Context: an optimization exercise on an open-source flow, tuned for small area and a short achievable clock period. The choices shown serve that exercise and are no tape-out recipe. Function was checked by simulation only, so behaviour that the tests miss may differ from the original. Power and IR drop assume default switching activity.

==> inputs of trial 20 <==
==> flow/design.v <==
module Nto1_sync_fifo #(N = 4, DATA_WIDTH = 32, DEPTH = 16)
         (input logic clk_i,
          input logic rst_n_i,
          input logic [N*DATA_WIDTH-1:0] data_i,  
          input logic [N-1:0] wr_en_i,            
          input logic rd_en_i,
          output logic                   fifo_full_o,
          output logic                   fifo_empty_o,
          output logic [DATA_WIDTH-1:0]  data_o
         );
localparam AW  = $clog2(DEPTH);
localparam OD  = DEPTH/2;         
localparam BD  = OD-1;            
localparam BW  = $clog2(BD);
localparam OCW = $clog2(OD+1);
localparam ECW = $clog2(DEPTH+1);
logic [DATA_WIDTH-1:0] e_data [0:DEPTH-1][0:N-1];
logic [N-1:0]          e_mask [0:DEPTH-1];
logic [AW-1:0]    e_wp;
logic [DEPTH-1:0] e_rp;           
logic [ECW-1:0]   e_cnt;
logic             e_full, e_empty, e_one;
wire any_wr = |wr_en_i;
wire e_wr   = any_wr & ~e_full;
always_ff @(posedge clk_i) begin
  for (int k = 0; k < DEPTH; k++) begin
    for (int j = 0; j < N; j++)
      if (wr_en_i[j] && !e_full && e_wp == AW'(k))
        e_data[k][j] <= data_i[j*DATA_WIDTH +: DATA_WIDTH];
    if (any_wr && !e_full && e_wp == AW'(k))
      e_mask[k] <= wr_en_i;
  end
end
logic o_full, o_empty, o_one;
logic [N-1:0] h_rem;              
wire xfer = ~e_empty & ~o_full;
wire [N-1:0] lane = h_rem & ~(h_rem - 1'b1);    
wire         last = ((h_rem & ~lane) == '0);
wire         pop  = xfer & last;
logic [DATA_WIDTH-1:0] h_word [0:N-1];
logic [N-1:0]          n_mask;
always_comb begin
  for (int j = 0; j < N; j++) begin
    h_word[j] = '0;
    for (int k = 0; k < DEPTH; k++)
      if (e_rp[k]) h_word[j] = h_word[j] | e_data[k][j];
  end
  n_mask = '0;
  for (int k = 0; k < DEPTH; k++)
    if (e_rp[(k+DEPTH-1)%DEPTH]) n_mask = n_mask | e_mask[k];
end
logic [DATA_WIDTH-1:0] xword;
always_comb begin
  xword = '0;
  for (int j = 0; j < N; j++)
    if (lane[j]) xword = xword | h_word[j];
end
always_ff @(posedge clk_i) begin
  if (pop)          h_rem <= e_one ? wr_en_i : n_mask;
  else if (xfer)    h_rem <= h_rem & ~lane;
  else if (e_empty) h_rem <= wr_en_i;
end
always_ff @(posedge clk_i, negedge rst_n_i) begin
  if (!rst_n_i) begin
    e_wp    <= '0;
    e_rp    <= DEPTH'(1);
    e_cnt   <= '0;
    e_full  <= 1'b0;
    e_empty <= 1'b1;
    e_one   <= 1'b0;
  end else begin
    if (e_wr) e_wp <= e_wp + 1'b1;
    if (pop)  e_rp <= {e_rp[DEPTH-2:0], e_rp[DEPTH-1]};
    if (e_wr && !pop) begin
      e_cnt   <= e_cnt + 1'b1;
      e_empty <= 1'b0;
      e_one   <= e_empty;
      e_full  <= (e_cnt == ECW'(DEPTH-1));
    end else if (!e_wr && pop) begin
      e_cnt   <= e_cnt - 1'b1;
      e_full  <= 1'b0;
      e_one   <= (e_cnt == ECW'(2));
      e_empty <= e_one;
    end
  end
end
logic [DATA_WIDTH-1:0] o_head;
logic [DATA_WIDTH-1:0] o_buf [0:BD-1];
logic [BW-1:0]         b_wp, b_rp;
logic [OCW-1:0]        o_cnt;
wire o_rd     = rd_en_i & ~o_empty;
wire h_from_x = xfer & (o_empty | (o_rd & o_one));
wire h_from_b = o_rd & ~o_one;
wire b_push   = xfer & ~o_empty & ~(o_rd & o_one);
always_ff @(posedge clk_i) begin
  if (h_from_x)      o_head <= xword;
  else if (h_from_b) o_head <= o_buf[b_rp];
  for (int k = 0; k < BD; k++)
    if (b_push && b_wp == BW'(k)) o_buf[k] <= xword;
end
always_ff @(posedge clk_i, negedge rst_n_i) begin
  if (!rst_n_i) begin
    b_wp    <= '0;
    b_rp    <= '0;
    o_cnt   <= '0;
    o_empty <= 1'b1;
    o_one   <= 1'b0;
    o_full  <= 1'b0;
  end else begin
    if (b_push)   b_wp <= (b_wp == BW'(BD-1)) ? '0 : b_wp + 1'b1;
    if (h_from_b) b_rp <= (b_rp == BW'(BD-1)) ? '0 : b_rp + 1'b1;
    if (xfer && !o_rd) begin
      o_cnt   <= o_cnt + 1'b1;
      o_empty <= 1'b0;
      o_one   <= o_empty;
      o_full  <= (o_cnt == OCW'(OD-1));
    end else if (!xfer && o_rd) begin
      o_cnt   <= o_cnt - 1'b1;
      o_full  <= 1'b0;
      o_one   <= (o_cnt == OCW'(2));
      o_empty <= o_one;
    end
  end
end
assign fifo_full_o  = e_full;
assign fifo_empty_o = o_empty;
assign data_o       = o_head;
endmodule
==> flow/run.sh <==
#!/bin/bash
# synth_recipe.tcl (not shown) runs the flow's synth.tcl, then flattens the netlist and writes it again
# the make line also repeats each setting of config.mk as NAME=value (left out here)
make -C /OpenROAD-flow-scripts/flow DESIGN_CONFIG=/design/flow/config.mk WORK_HOME=/design/flow/orfs CLKGATE_MAP_FILE= SYNTH_SCRIPT=/design/flow/synth_recipe.tcl finish
==> flow/config.mk <==
export PLATFORM = sky130hd
export DESIGN_NAME = Nto1_sync_fifo
export DESIGN_NICKNAME = Nto1_sync_fifo
export VERILOG_FILES = /design/flow/design.v
export SDC_FILE = /design/flow/constraint.sdc
export NUM_CORES = 4
export LEC_CHECK = 0
export CAP_MARGIN = 35
export CORE_MARGIN = 2
export CORE_UTILIZATION = 60
export PLACE_DENSITY = 0.68
export SETUP_SLACK_MARGIN = 3.2
export SLEW_MARGIN = 30
==> flow/constraint.sdc <==
create_clock -name core_clock -period 6.0 [get_ports {clk_i}]
set_input_delay 1.2000 -clock core_clock [delete_from_list [all_inputs] [get_ports {clk_i}]]
set_output_delay 1.2000 -clock core_clock [all_outputs]
set_load 0.01 [all_outputs]
==> inputs of trial 15, as changes to trial 20 <==
Settings changed: SETUP_SLACK_MARGIN 3.2 to unset.
==> inputs of trial 22, as changes to trial 20 <==
==> flow/design.v (replaced) <==
module Nto1_sync_fifo #(N = 4, DATA_WIDTH = 32, DEPTH = 16)
         (input logic clk_i,
          input logic rst_n_i,
          input logic [N*DATA_WIDTH-1:0] data_i,  
          input logic [N-1:0] wr_en_i,            
          input logic rd_en_i,
          output logic                   fifo_full_o,
          output logic                   fifo_empty_o,
          output logic [DATA_WIDTH-1:0]  data_o
         );
localparam RD  = DEPTH-1;         
localparam OD  = DEPTH/2;         
localparam BD  = OD-1;            
logic [DATA_WIDTH-1:0] r_data [0:RD-1][0:N-1];
logic [N-1:0]          r_mask [0:RD-1];
logic [RD-1:0]         r_wp, r_rp;      
logic [DATA_WIDTH-1:0] h_data [0:N-1];
logic [N-1:0]          h_rem;
logic [DEPTH-1:0] e_lvl;                
logic             e_full;               
logic [OD-1:0]    o_lvl;                
logic             o_empty;              
wire e_nempty = e_lvl[0];
wire e_one    = e_lvl[0] & ~e_lvl[1];
wire e_nfull  = ~e_lvl[DEPTH-1];
wire o_nempty = o_lvl[0];
wire o_one    = o_lvl[0] & ~o_lvl[1];
wire o_nfull  = ~o_lvl[OD-1];
wire any_wr = |wr_en_i;
wire e_wr   = any_wr & e_nfull;
wire xfer   = e_nempty & o_nfull;
wire [N-1:0] lane = h_rem & ~(h_rem - 1'b1);    
wire         last = ((h_rem & ~lane) == '0);
wire         pop  = xfer & last;
wire h_from_in   = ~e_nempty | (pop & e_one);
wire h_from_ring = pop & ~e_one;
wire r_take      = e_nfull & ~h_from_in;
wire h_take      = e_nfull & h_from_in;
wire r_push      = any_wr & r_take;
logic [DATA_WIDTH-1:0] r_word [0:N-1];
logic [N-1:0]          r_hmask;
always_comb begin
  for (int j = 0; j < N; j++) begin
    r_word[j] = '0;
    for (int k = 0; k < RD; k++)
      if (r_rp[k]) r_word[j] = r_word[j] | r_data[k][j];
  end
  r_hmask = '0;
  for (int k = 0; k < RD; k++)
    if (r_rp[k]) r_hmask = r_hmask | r_mask[k];
end
always_ff @(posedge clk_i) begin
  for (int k = 0; k < RD; k++) begin
    for (int j = 0; j < N; j++)
      if (wr_en_i[j] && (r_take && r_wp[k]))
        r_data[k][j] <= data_i[j*DATA_WIDTH +: DATA_WIDTH];
    if (any_wr && (r_take && r_wp[k]))
      r_mask[k] <= wr_en_i;
  end
  for (int j = 0; j < N; j++)
    if (h_from_ring)             h_data[j] <= r_word[j];
    else if (wr_en_i[j] && h_take) h_data[j] <= data_i[j*DATA_WIDTH +: DATA_WIDTH];
  if (h_from_ring)    h_rem <= r_hmask;
  else if (h_from_in) h_rem <= wr_en_i;
  else if (xfer)      h_rem <= h_rem & ~lane;
end
always_ff @(posedge clk_i, negedge rst_n_i) begin
  if (!rst_n_i) begin
    r_wp   <= RD'(1);
    r_rp   <= RD'(1);
    e_lvl  <= '0;
    e_full <= 1'b0;
  end else begin
    if (r_push)      r_wp <= {r_wp[RD-2:0], r_wp[RD-1]};
    if (h_from_ring) r_rp <= {r_rp[RD-2:0], r_rp[RD-1]};
    if (e_wr && !pop) begin
      e_lvl  <= {e_lvl[DEPTH-2:0], 1'b1};
      e_full <= e_lvl[DEPTH-2];
    end else if (!e_wr && pop) begin
      e_lvl  <= {1'b0, e_lvl[DEPTH-1:1]};
      e_full <= 1'b0;
    end
  end
end
logic [DATA_WIDTH-1:0] xword;
always_comb begin
  xword = '0;
  for (int j = 0; j < N; j++)
    if (lane[j]) xword = xword | h_data[j];
end
logic [DATA_WIDTH-1:0] o_head;
logic [DATA_WIDTH-1:0] o_buf [0:BD-1];
logic [BD-1:0]         b_wp, b_rp;      
wire o_rd     = rd_en_i & o_nempty;
wire h_from_x = xfer & (~o_nempty | (o_rd & o_one));
wire h_from_b = o_rd & ~o_one;
wire b_push   = xfer & o_nempty & ~(o_rd & o_one);
logic [DATA_WIDTH-1:0] b_word;
always_comb begin
  b_word = '0;
  for (int k = 0; k < BD; k++)
    if (b_rp[k]) b_word = b_word | o_buf[k];
end
always_ff @(posedge clk_i, negedge rst_n_i) begin
  if (!rst_n_i)      o_head <= '0;
  else if (h_from_x) o_head <= xword;
  else if (h_from_b) o_head <= b_word;
end
always_ff @(posedge clk_i) begin
  for (int k = 0; k < BD; k++)
    if (b_push && b_wp[k]) o_buf[k] <= xword;
end
always_ff @(posedge clk_i, negedge rst_n_i) begin
  if (!rst_n_i) begin
    b_wp    <= BD'(1);
    b_rp    <= BD'(1);
    o_lvl   <= '0;
    o_empty <= 1'b1;
  end else begin
    if (b_push)   b_wp <= {b_wp[BD-2:0], b_wp[BD-1]};
    if (h_from_b) b_rp <= {b_rp[BD-2:0], b_rp[BD-1]};
    if (xfer && !o_rd) begin
      o_lvl   <= {o_lvl[OD-2:0], 1'b1};
      o_empty <= 1'b0;
    end else if (!xfer && o_rd) begin
      o_lvl   <= {1'b0, o_lvl[OD-1:1]};
      o_empty <= ~o_lvl[1];
    end
  end
end
assign fifo_full_o  = e_full;
assign fifo_empty_o = o_empty;
assign data_o       = o_head;
endmodule
==> flow/flow/run.sh (new file) <==
#!/bin/bash
# Own layout flow: the standard ORFS flow (standard.sh), with two changes:
#  - clock tree synthesis without dummy loads,
#  - repair steps free to pick cells of any footprint.
# The whole ORFS run's output goes to standard_flow.log; each ORFS step also
# keeps its own log under orfs/logs/.
set -euo pipefail
bash standard.sh MATCH_CELL_FOOTPRINT=0 \
  "CTS_ARGS=-sink_clustering_enable -repair_clock_nets -sink_clustering_size 24 -sink_clustering_max_diameter 80 -dont_use_dummy_load" \
  finish > standard_flow.log 2>&1
==> flow/standard.sh (new file) <==
#!/bin/bash
# synth_recipe.tcl (not shown) runs the flow's synth.tcl, then flattens the netlist and writes it again
# the make line also repeats each setting of config.mk as NAME=value (left out here)
make -C /OpenROAD-flow-scripts/flow DESIGN_CONFIG=/design/flow/config.mk WORK_HOME=/design/flow/orfs CLKGATE_MAP_FILE= SYNTH_SCRIPT=/design/flow/synth_recipe.tcl "${@:-finish}"
Settings changed: CTS_CLUSTER_DIAMETER set to 80, CTS_CLUSTER_SIZE set to 24, SETUP_SLACK_MARGIN 3.2 to 3.5.
removed: flow/run.sh
==> notes <==
Clock power is about the same in trial 20 and trial 15. Of trial 22 and trial 15, trial 22 has the higher register-to-register slack (gap 1.0 ns). The highest routed wire length belongs to trial 22, the lowest to trial 15. In trial 15 the critical path depth is higher than in trial 22, by 12.

==> re-timing with driven ports <==
How much do the figures lean on ideal ports? The routed layouts below were timed once more, with nothing changed but the port constraints. Step 1 (the two cells are an assumption about what drives the block):
set clk [get_ports {clk_i}]
set_driving_cell -lib_cell sky130_fd_sc_hd__clkbuf_16 $clk
set_driving_cell -lib_cell sky130_fd_sc_hd__buf_2 [delete_from_list [all_inputs] $clk]
Step 2 times the ports against the registers' clock, not the clock port: input delays grow and output delays shrink by t, the midpoint of the rising clock arrivals with the driver on. Slacks: ideal / step 1 / step 2; pairs: ideal / step 1.
run	t (ns)	setup slack, ns	worst hold slack (ns)
trial 20	0.904	3.137 / 3.060 / 2.372	0.470 / 0.416 / 0.470
trial 15	0.930	2.245 / 2.308 / 1.378	0.463 / 0.429 / 0.482
trial 22	0.850	3.407 / 3.327 / 2.629	0.375 / 0.321 / 0.517
After both steps every run listed still meets setup and hold. The setup slack of trial 15, which loses most, moves by +0.063 ns with the drivers and by -0.867 ns with both steps.
